What follows belongs to an exercise in optimizing a design on an open flow for small area, a short achievable clock period and few clock cycles; a production flow would make more cautious choices.
At most, simulation tests tie the RTL to the original design; equivalence was not proved.
No activity file was given, so power comes from the tool's default toggle rates.

==> 12-01: inputs <==
==> flow/design.v (excerpt) <==
module JAM (
	input				CLK,
	input				RST,
	output	reg	[2:0]	W,
	output	reg	[2:0]	J,
	input		[6:0]	Cost,
	output	reg	[3:0]	MatchCount,
	output	reg	[9:0]	MinCost,
	output				Valid
);
export LEC_CHECK = 0
export ABC_AREA = 1
export CAP_MARGIN = 20
export CORE_MARGIN = 2
export CORE_UTILIZATION = 40
export SETUP_SLACK_MARGIN = 5
export SLEW_MARGIN = 20
create_clock -name core_clock -period 10.0 [get_ports {CLK}]
standard.sh (not shown) runs the stock make flow with config.mk's settings and CLKGATE_MAP_FILE= SYNTH_SCRIPT=/design/flow/synth_recipe.tcl, a recipe that flattens the netlist after the stock synthesis.
==> flow/flow/run.sh <==
#!/bin/bash
set -euo pipefail
sed 's/SETUP_SLACK_MARGIN=[0-9.]*/SETUP_SLACK_MARGIN=6.5/' standard.sh > standard_margin.sh
grep -q 'SETUP_SLACK_MARGIN=6.5' standard_margin.sh
bash standard_margin.sh > flow_make.log 2>&1
==> 11-16: changes against 12-01 <==
--- a/flow/design.v
+++ b/flow/design.v
@@ -3,13 +3,13 @@
 	input				RST,
 	output	reg	[2:0]	W,
 	output	reg	[2:0]	J,
 	input		[6:0]	Cost,
 	output	reg	[3:0]	MatchCount,
 	output	reg	[9:0]	MinCost,
-	output				Valid
+	output	reg			Valid
 );
 localparam	S_A		= 4'd0;		 
 localparam	S_SEL	= 4'd2;		 
 localparam	S_C		= 4'd3;		 
 localparam	S_D		= 4'd4;		 
 localparam	S_AUG	= 4'd5;		 
@@ -20,15 +20,12 @@
 localparam	S_UW	= 4'd6;		 
 localparam	O_NONE	= 3'd0;
 localparam	O_A		= 3'd1;
 localparam	O_D		= 3'd3;
 localparam	O_B1	= 3'd4;
 localparam	O_B2	= 3'd5;
-reg			rst_q;
-reg			valid_r;
-assign Valid = valid_r & ~rst_q;
 reg [3:0]	state;
 reg [6:0]	nv   [0:7];		 
 reg [7:0]	dst  [0:7];		 
 reg [2:0]	pred [0:7];		 
 reg [2:0]	p    [0:7];		 
 reg [7:0]	mcol;			 
@@ -37,23 +34,20 @@
 reg [7:0]	ur;				 
 reg [7:0]	bv;				 
 reg [2:0]	bj;				 
 reg [2:0]	jc;				 
 reg [2:0]	I;				 
 reg			first;
-reg			mp;				 
-reg			sc_old;			 
 reg [2:0]	op2;
 reg [6:0]	c2;				 
 reg [2:0]	j2;				 
 reg [2:0]	w2;				 
 reg			f2;				 
 reg [8:0]	q2;				 
 wire [6:0]	nvp = q2[6:0];
 reg [7:0]	dstp;			 
-reg [2:0]	predp;			 
 function [3:0] next_free;
 	input [7:0] b;
 	input [3:0] a;
 	integer k;
 	begin
 		next_free = 4'd8;
@@ -71,26 +65,30 @@
 			if (pp[3*k +: 3] == r) col_of = k;
 	end
 endfunction
 wire [23:0]	p_flat = {p[7], p[6], p[5], p[4], p[3], p[2], p[1], p[0]};
 wire [8:0]	nd    = q2 + c2;
 wire		upd   = nd < {1'b0, dstp};
-wire [7:0]	dn    = upd ? nd[7:0] : dstp;
 wire		take  = f2 || (upd ? nd < {1'b0, bv} : dstp < bv);
 wire [7:0]	d_a   = c2 + nvp;
 wire [7:0]	tc    = d_a;
 wire		tight = tc == ur;
 wire [7:0]	onehot2 = 8'd1 << j2;
 wire		take_a = j2 == 3'd0 || d_a < bv;
 wire		take_f = (op2 == O_A) ? take_a : (op2 == O_D) && take;
-wire [7:0]	onehotbj = 8'd1 << bj;
-wire [6:0]	nvJ   = nv[J];
+wire [7:0]	val_f  = (op2 == O_A) ? d_a : (upd ? nd[7:0] : dstp);
+wire [7:0]	bv_f   = take_f ? val_f : bv;
+wire [2:0]	bj_f   = take_f ? j2 : bj;
+wire		mc_f   = take_f ? mcol[j2] : mcol[bj];
+wire [2:0]	p_f    = take_f ? p[j2] : p[bj];
+wire		byp   = (op2 == O_B1 || op2 == O_B2) && j2 == J;
+wire [6:0]	nvJ   = byp ? nvp : nv[J];
 wire [7:0]	dstJ  = dst[J];
 wire [6:0]	nv_upJ = ((state == S_A || ((state == S_B1 || state == S_B2) && W == 3'd0)) && sc[J]) ? nvJ + delta[6:0] - dstJ[6:0] : nvJ;
 wire [6:0]	nv_iss = (state == S_A && I == 3'd0) ? 7'd0 : nv_upJ;
-wire [8:0]	dq    = first ? delta - {2'b00, q2[6:0]} - {2'b00, c2} : delta;
+wire [8:0]	dq    = first ? delta - {2'b00, q2[6:0]} : delta;
 wire [3:0]	n_sc  = next_free(sc, {1'b0, J});
 wire [3:0]	n_mc  = next_free(mcol, {1'b0, J});
 wire [3:0]	n_sc0 = next_free(sc, 4'd8);
 wire [7:0]	onehotJ = 8'd1 << J;
 wire [7:0]	trow  = dst[I];
 wire [3:0]	n_cnt = next_free(~trow | sc, first ? 4'd8 : {1'b0, bj});
@@ -113,30 +111,28 @@
 wire [2:0]	ra    = {|(t5 & f_hi), |(t5 & f_mid), |(t5 & f_lo)};
 wire [2:0]	rb    = {|(t6 & f_hi), |(t6 & f_mid), |(t6 & f_lo)};
 wire [2:0]	rc    = {|(t7 & f_hi), |(t7 & f_mid), |(t7 & f_lo)};
 wire [2:0]	c5    = {2'b00, ra[0] & rb[1] & rc[2]} + {2'b00, ra[0] & rb[2] & rc[1]}
 					+ {2'b00, ra[1] & rb[0] & rc[2]} + {2'b00, ra[1] & rb[2] & rc[0]}
 					+ {2'b00, ra[2] & rb[0] & rc[1]} + {2'b00, ra[2] & rb[1] & rc[0]};
-always @(posedge CLK) rst_q <= RST;
 always @(posedge CLK) begin
-	if (rst_q) begin
+	if (RST) begin
 		state		<= S_A;
 		op2			<= O_NONE;
 		I			<= 3'd0;
 		W			<= 3'd0;
 		J			<= 3'd0;
 		mcol		<= 8'd0;
 		sc			<= 8'd0;
 		MinCost		<= 10'd0;
 		MatchCount	<= 4'd0;
-		valid_r		<= 1'b0;
+		Valid		<= 1'b0;
 	end else begin
 		c2	<= Cost;
 		q2	<= (state == S_D) ? dq + {2'b00, nvJ} : {2'b00, nv_iss};
 		dstp	<= dstJ;
-		predp	<= pred[J];
 		j2	<= J;
 		w2	<= W;
 		case (op2)
 		O_A: begin
 			nv[j2]	<= nvp;
 			dst[j2]	<= d_a;
@@ -145,16 +141,18 @@
 			if (take_a) begin
 				bv	<= d_a;
 				bj	<= j2;
 			end
 		end
 		O_D: begin
-			dst[j2]	<= dn;
-			pred[j2]	<= upd ? jc : predp;
+			if (upd) begin
+				dst[j2]	<= nd[7:0];
+				pred[j2]	<= jc;
+			end
 			if (take) begin
-				bv	<= dn;
+				bv	<= upd ? nd[7:0] : dstp;
 				bj	<= j2;
 			end
 		end
 		O_B1: begin
 			nv[j2]	<= nvp;
 			ur		<= tc;
@@ -174,63 +172,57 @@
 		S_A: begin
 			op2		<= O_A;
 			J		<= J + 3'd1;
 			if (J == 3'd7) state <= S_SEL;
 		end
 		S_SEL: begin
-			mp		<= take_f;
-			sc_old	<= sc[bj];
-			delta	<= {1'b0, bv};
-			J		<= bj;
-			jc		<= bj;
-			sc		<= (sc & ~((op2 == O_A) ? onehot2 : 8'd0)) | onehotbj;
-			if (mcol[bj]) W <= p[bj];
-			state	<= mcol[bj] ? S_C : S_AUG;
+			delta	<= {1'b0, bv_f};
+			J		<= bj_f;
+			if (!mc_f) begin
+				state	<= S_AUG;
+			end else begin
+				sc[bj_f]	<= 1'b1;
+				jc		<= bj_f;
+				W		<= p_f;
+				state	<= S_C;
+			end
 		end
 		S_C: begin
-			if (mp) begin
-				sc[jc]	<= sc_old;
-				state	<= S_SEL;
-			end else begin
-				J		<= n_sc0[2:0];
-				first	<= 1'b1;
-				state	<= S_D;
-			end
+			delta	<= delta - {2'b00, Cost};
+			J		<= n_sc0[2:0];
+			first	<= 1'b1;
+			state	<= S_D;
 		end
 		S_D: begin
 			op2		<= O_D;
 			f2		<= first;
 			first	<= 1'b0;
 			delta	<= dq;
 			if (!n_sc[3]) J <= n_sc[2:0];
 			else state <= S_SEL;
 		end
 		S_AUG: begin
-			if (mp) begin
-				sc[jc]	<= sc_old;
-				state	<= S_SEL;
-			end else if (pred[J] == J) begin
-				mcol[J]	<= 1'b1;
+			mcol[J]	<= 1'b1;
+			if (pred[J] == J) begin
 				p[J]	<= I;
 				J		<= 3'd0;
 				if (I == 3'd7) begin
-					W		<= 3'd0;
 					state	<= S_UW;
 				end else begin
 					I		<= I + 3'd1;
 					W		<= I + 3'd1;
 					state	<= S_A;
 				end
 			end else begin
-				mcol[J]	<= 1'b1;
 				p[J]	<= p[pred[J]];
 				J		<= pred[J];
 			end
 		end
 		S_UW: begin
-			J		<= col_of(W, p_flat);
+			W		<= 3'd0;
+			J		<= col_of(3'd0, p_flat);
 			state	<= S_B1;
 		end
 		S_B1: begin
 			op2		<= O_B1;
 			mcol	<= onehotJ;
 			J		<= next_free(onehotJ, 4'd8);
@@ -247,13 +239,13 @@
 					I		<= 3'd0;
 					first	<= 1'b1;
 					state	<= S_CNT;
 				end else begin
 					W		<= W + 3'd1;
 					J		<= col_of(W + 3'd1, p_flat);
-					state	<= (W == 3'd0) ? S_UW : S_B1;
+					state	<= S_B1;
 				end
 			end
 		end
 		S_CNT: begin
 			if (I == 3'd5) MatchCount <= MatchCount + {1'b0, c5};
 			if (I != 3'd5 && !n_cnt[3]) begin
@@ -272,12 +264,12 @@
 				sc		<= sc_bk;
 				bj		<= jbk;
 				first	<= 1'b0;
 			end
 		end
 		default: begin
-			valid_r	<= 1'b1;
+			Valid	<= 1'b1;
 		end
 		endcase
 	end
 end
 endmodule
==> flow/flow/run.sh (replaced) <==
#!/bin/bash
set -euo pipefail
sed 's/SETUP_SLACK_MARGIN=[0-9.]*/SETUP_SLACK_MARGIN=6/' standard.sh > standard_margin.sh
grep -q 'SETUP_SLACK_MARGIN=6' standard_margin.sh
bash standard_margin.sh > flow_make.log 2>&1
==> 08-19: changes against 12-01 <==
--- a/flow/design.v
+++ b/flow/design.v
@@ -3,13 +3,13 @@
 	input				RST,
 	output	reg	[2:0]	W,
 	output	reg	[2:0]	J,
 	input		[6:0]	Cost,
 	output	reg	[3:0]	MatchCount,
 	output	reg	[9:0]	MinCost,
-	output				Valid
+	output	reg			Valid
 );
 localparam	S_A		= 4'd0;		 
 localparam	S_SEL	= 4'd2;		 
 localparam	S_C		= 4'd3;		 
 localparam	S_D		= 4'd4;		 
 localparam	S_AUG	= 4'd5;		 
@@ -20,15 +20,12 @@
 localparam	S_UW	= 4'd6;		 
 localparam	O_NONE	= 3'd0;
 localparam	O_A		= 3'd1;
 localparam	O_D		= 3'd3;
 localparam	O_B1	= 3'd4;
 localparam	O_B2	= 3'd5;
-reg			rst_q;
-reg			valid_r;
-assign Valid = valid_r & ~rst_q;
 reg [3:0]	state;
 reg [6:0]	nv   [0:7];		 
 reg [7:0]	dst  [0:7];		 
 reg [2:0]	pred [0:7];		 
 reg [2:0]	p    [0:7];		 
 reg [7:0]	mcol;			 
@@ -37,14 +34,12 @@
 reg [7:0]	ur;				 
 reg [7:0]	bv;				 
 reg [2:0]	bj;				 
 reg [2:0]	jc;				 
 reg [2:0]	I;				 
 reg			first;
-reg			mp;				 
-reg			sc_old;			 
 reg [2:0]	op2;
 reg [6:0]	c2;				 
 reg [2:0]	j2;				 
 reg [2:0]	w2;				 
 reg			f2;				 
 reg [8:0]	q2;				 
@@ -79,18 +74,23 @@
 wire [7:0]	d_a   = c2 + nvp;
 wire [7:0]	tc    = d_a;
 wire		tight = tc == ur;
 wire [7:0]	onehot2 = 8'd1 << j2;
 wire		take_a = j2 == 3'd0 || d_a < bv;
 wire		take_f = (op2 == O_A) ? take_a : (op2 == O_D) && take;
+wire [7:0]	val_f  = (op2 == O_A) ? d_a : (upd ? nd[7:0] : dstp);
+wire [7:0]	bv_f   = take_f ? val_f : bv;
+wire [2:0]	bj_f   = take_f ? j2 : bj;
 wire [7:0]	onehotbj = 8'd1 << bj;
+wire		mc_f   = take_f ? mcol[j2] : mcol[bj];
+wire [2:0]	p_f    = take_f ? p[j2] : p[bj];
 wire [6:0]	nvJ   = nv[J];
 wire [7:0]	dstJ  = dst[J];
 wire [6:0]	nv_upJ = ((state == S_A || ((state == S_B1 || state == S_B2) && W == 3'd0)) && sc[J]) ? nvJ + delta[6:0] - dstJ[6:0] : nvJ;
 wire [6:0]	nv_iss = (state == S_A && I == 3'd0) ? 7'd0 : nv_upJ;
-wire [8:0]	dq    = first ? delta - {2'b00, q2[6:0]} - {2'b00, c2} : delta;
+wire [8:0]	dq    = first ? delta - {2'b00, q2[6:0]} : delta;
 wire [3:0]	n_sc  = next_free(sc, {1'b0, J});
 wire [3:0]	n_mc  = next_free(mcol, {1'b0, J});
 wire [3:0]	n_sc0 = next_free(sc, 4'd8);
 wire [7:0]	onehotJ = 8'd1 << J;
 wire [7:0]	trow  = dst[I];
 wire [3:0]	n_cnt = next_free(~trow | sc, first ? 4'd8 : {1'b0, bj});
@@ -113,25 +113,24 @@
 wire [2:0]	ra    = {|(t5 & f_hi), |(t5 & f_mid), |(t5 & f_lo)};
 wire [2:0]	rb    = {|(t6 & f_hi), |(t6 & f_mid), |(t6 & f_lo)};
 wire [2:0]	rc    = {|(t7 & f_hi), |(t7 & f_mid), |(t7 & f_lo)};
 wire [2:0]	c5    = {2'b00, ra[0] & rb[1] & rc[2]} + {2'b00, ra[0] & rb[2] & rc[1]}
 					+ {2'b00, ra[1] & rb[0] & rc[2]} + {2'b00, ra[1] & rb[2] & rc[0]}
 					+ {2'b00, ra[2] & rb[0] & rc[1]} + {2'b00, ra[2] & rb[1] & rc[0]};
-always @(posedge CLK) rst_q <= RST;
 always @(posedge CLK) begin
-	if (rst_q) begin
+	if (RST) begin
 		state		<= S_A;
 		op2			<= O_NONE;
 		I			<= 3'd0;
 		W			<= 3'd0;
 		J			<= 3'd0;
 		mcol		<= 8'd0;
 		sc			<= 8'd0;
 		MinCost		<= 10'd0;
 		MatchCount	<= 4'd0;
-		valid_r		<= 1'b0;
+		Valid		<= 1'b0;
 	end else begin
 		c2	<= Cost;
 		q2	<= (state == S_D) ? dq + {2'b00, nvJ} : {2'b00, nv_iss};
 		dstp	<= dstJ;
 		predp	<= pred[J];
 		j2	<= J;
@@ -174,57 +173,47 @@
 		S_A: begin
 			op2		<= O_A;
 			J		<= J + 3'd1;
 			if (J == 3'd7) state <= S_SEL;
 		end
 		S_SEL: begin
-			mp		<= take_f;
-			sc_old	<= sc[bj];
-			delta	<= {1'b0, bv};
-			J		<= bj;
-			jc		<= bj;
-			sc		<= (sc & ~((op2 == O_A) ? onehot2 : 8'd0)) | onehotbj;
-			if (mcol[bj]) W <= p[bj];
-			state	<= mcol[bj] ? S_C : S_AUG;
+			delta	<= {1'b0, bv_f};
+			J		<= bj_f;
+			jc		<= bj_f;
+			sc		<= (sc & ~((op2 == O_A) ? onehot2 : 8'd0)) | (take_f ? onehot2 : onehotbj);
+			if (mc_f) W <= p_f;
+			state	<= mc_f ? S_C : S_AUG;
 		end
 		S_C: begin
-			if (mp) begin
-				sc[jc]	<= sc_old;
-				state	<= S_SEL;
-			end else begin
-				J		<= n_sc0[2:0];
-				first	<= 1'b1;
-				state	<= S_D;
-			end
+			delta	<= delta - {2'b00, Cost};
+			J		<= n_sc0[2:0];
+			first	<= 1'b1;
+			state	<= S_D;
 		end
 		S_D: begin
 			op2		<= O_D;
 			f2		<= first;
 			first	<= 1'b0;
 			delta	<= dq;
 			if (!n_sc[3]) J <= n_sc[2:0];
 			else state <= S_SEL;
 		end
 		S_AUG: begin
-			if (mp) begin
-				sc[jc]	<= sc_old;
-				state	<= S_SEL;
-			end else if (pred[J] == J) begin
-				mcol[J]	<= 1'b1;
+			mcol[J]	<= 1'b1;
+			if (pred[J] == J) begin
 				p[J]	<= I;
 				J		<= 3'd0;
 				if (I == 3'd7) begin
 					W		<= 3'd0;
 					state	<= S_UW;
 				end else begin
 					I		<= I + 3'd1;
 					W		<= I + 3'd1;
 					state	<= S_A;
 				end
 			end else begin
-				mcol[J]	<= 1'b1;
 				p[J]	<= p[pred[J]];
 				J		<= pred[J];
 			end
 		end
 		S_UW: begin
 			J		<= col_of(W, p_flat);
@@ -272,12 +261,12 @@
 				sc		<= sc_bk;
 				bj		<= jbk;
 				first	<= 1'b0;
 			end
 		end
 		default: begin
-			valid_r	<= 1'b1;
+			Valid	<= 1'b1;
 		end
 		endcase
 	end
 end
 endmodule
==> flow/flow/run.sh (replaced) <==
#!/bin/bash
set -euo pipefail
sed 's/SETUP_SLACK_MARGIN=[0-9.]*/SETUP_SLACK_MARGIN=6/' standard.sh > standard_margin.sh
grep -q 'SETUP_SLACK_MARGIN=6' standard_margin.sh
bash standard_margin.sh > flow_make.log 2>&1
==> notes.md <==
| item | 11-16 | 08-19 | 12-01 |
|---|---|---|---|
| Internal portion of total power | 3.70 mW | 3.58 mW | 4.70 mW |
| Routed WL per cell | 23.0 µm | 23.7 µm | 23.9 µm |
| Largest net degree at the start of global routing | 72 | 91 | 68 |
| Comb. pwr | 3.55 mW | 3.67 mW | 6.12 mW |
| Worst Slack Setup Final | 5.81 ns | 5.86 ns | 6.25 ns |
| Post-Synth Simple-Gate Area | 19.2% | 20.1% | 23.0% |
| TritonCTS Sinks | 290 | 293 | 293 |
| IR Drop Worst-Case VDD | 0.000167 V | 0.000152 V | 0.000221 V |
| Run status | timing/DRC/antenna clean | timing/DRC/antenna clean | timing/DRC/antenna clean |
| Proportion of layout cells with a drive suffix above 1 | 16.5% | 16.3% | 19.7% |
| Initial standard-cell utilization of the core | 40.4% | 40.6% | 40.3% |
| Total power | 6.72 mW | 6.70 mW | 9.34 mW |
| Post-synthesis sequential area ratio | 40.2% | 40.1% | 39.9% |
Testbench counts of 12-01, summed over its fixed seeds: cycles 11,912.
Testbench counts of 11-16, summed over its fixed seeds: cycles 11,742.
For 08-19, only the layout was checked, not whether the RTL still works.

## what the ideal ports hide
How much do the figures lean on ideal ports? The routed layouts below were timed once more, with nothing changed but the port constraints.
Step 1 assumes that a clkbuf_16 drives the clock port and a buf_2 every other input.
Step 2 moves the port delays by t, midway between the first and last clock arrival at a register: inputs arrive t later, outputs are due t later. That takes back most of the time a late clock gives input paths.
Three values: ideal ports, drivers, drivers and shift; two values: the first two.
| run | shift t [ns] | slack for setup (ns) | worst register clock-pin slew, ns | cell pins on the clock port's net |
|---|---|---|---|---|
| 12-01 | 0.626 | 6.254 / 6.254 / 6.254 | 0.06 / 0.06 | 1 |
| 11-16 | 0.621 | 5.807 / 5.807 / 5.279 | 0.07 / 0.07 | 1 |
| 08-19 | 0.614 | 5.855 / 5.855 / 5.412 | 0.07 / 0.07 | 1 |
After both steps setup and hold are still met in every run listed. For 11-16, which loses most, drivers alone change the setup slack by 0.000 ns; drivers and shift together by -0.528 ns.
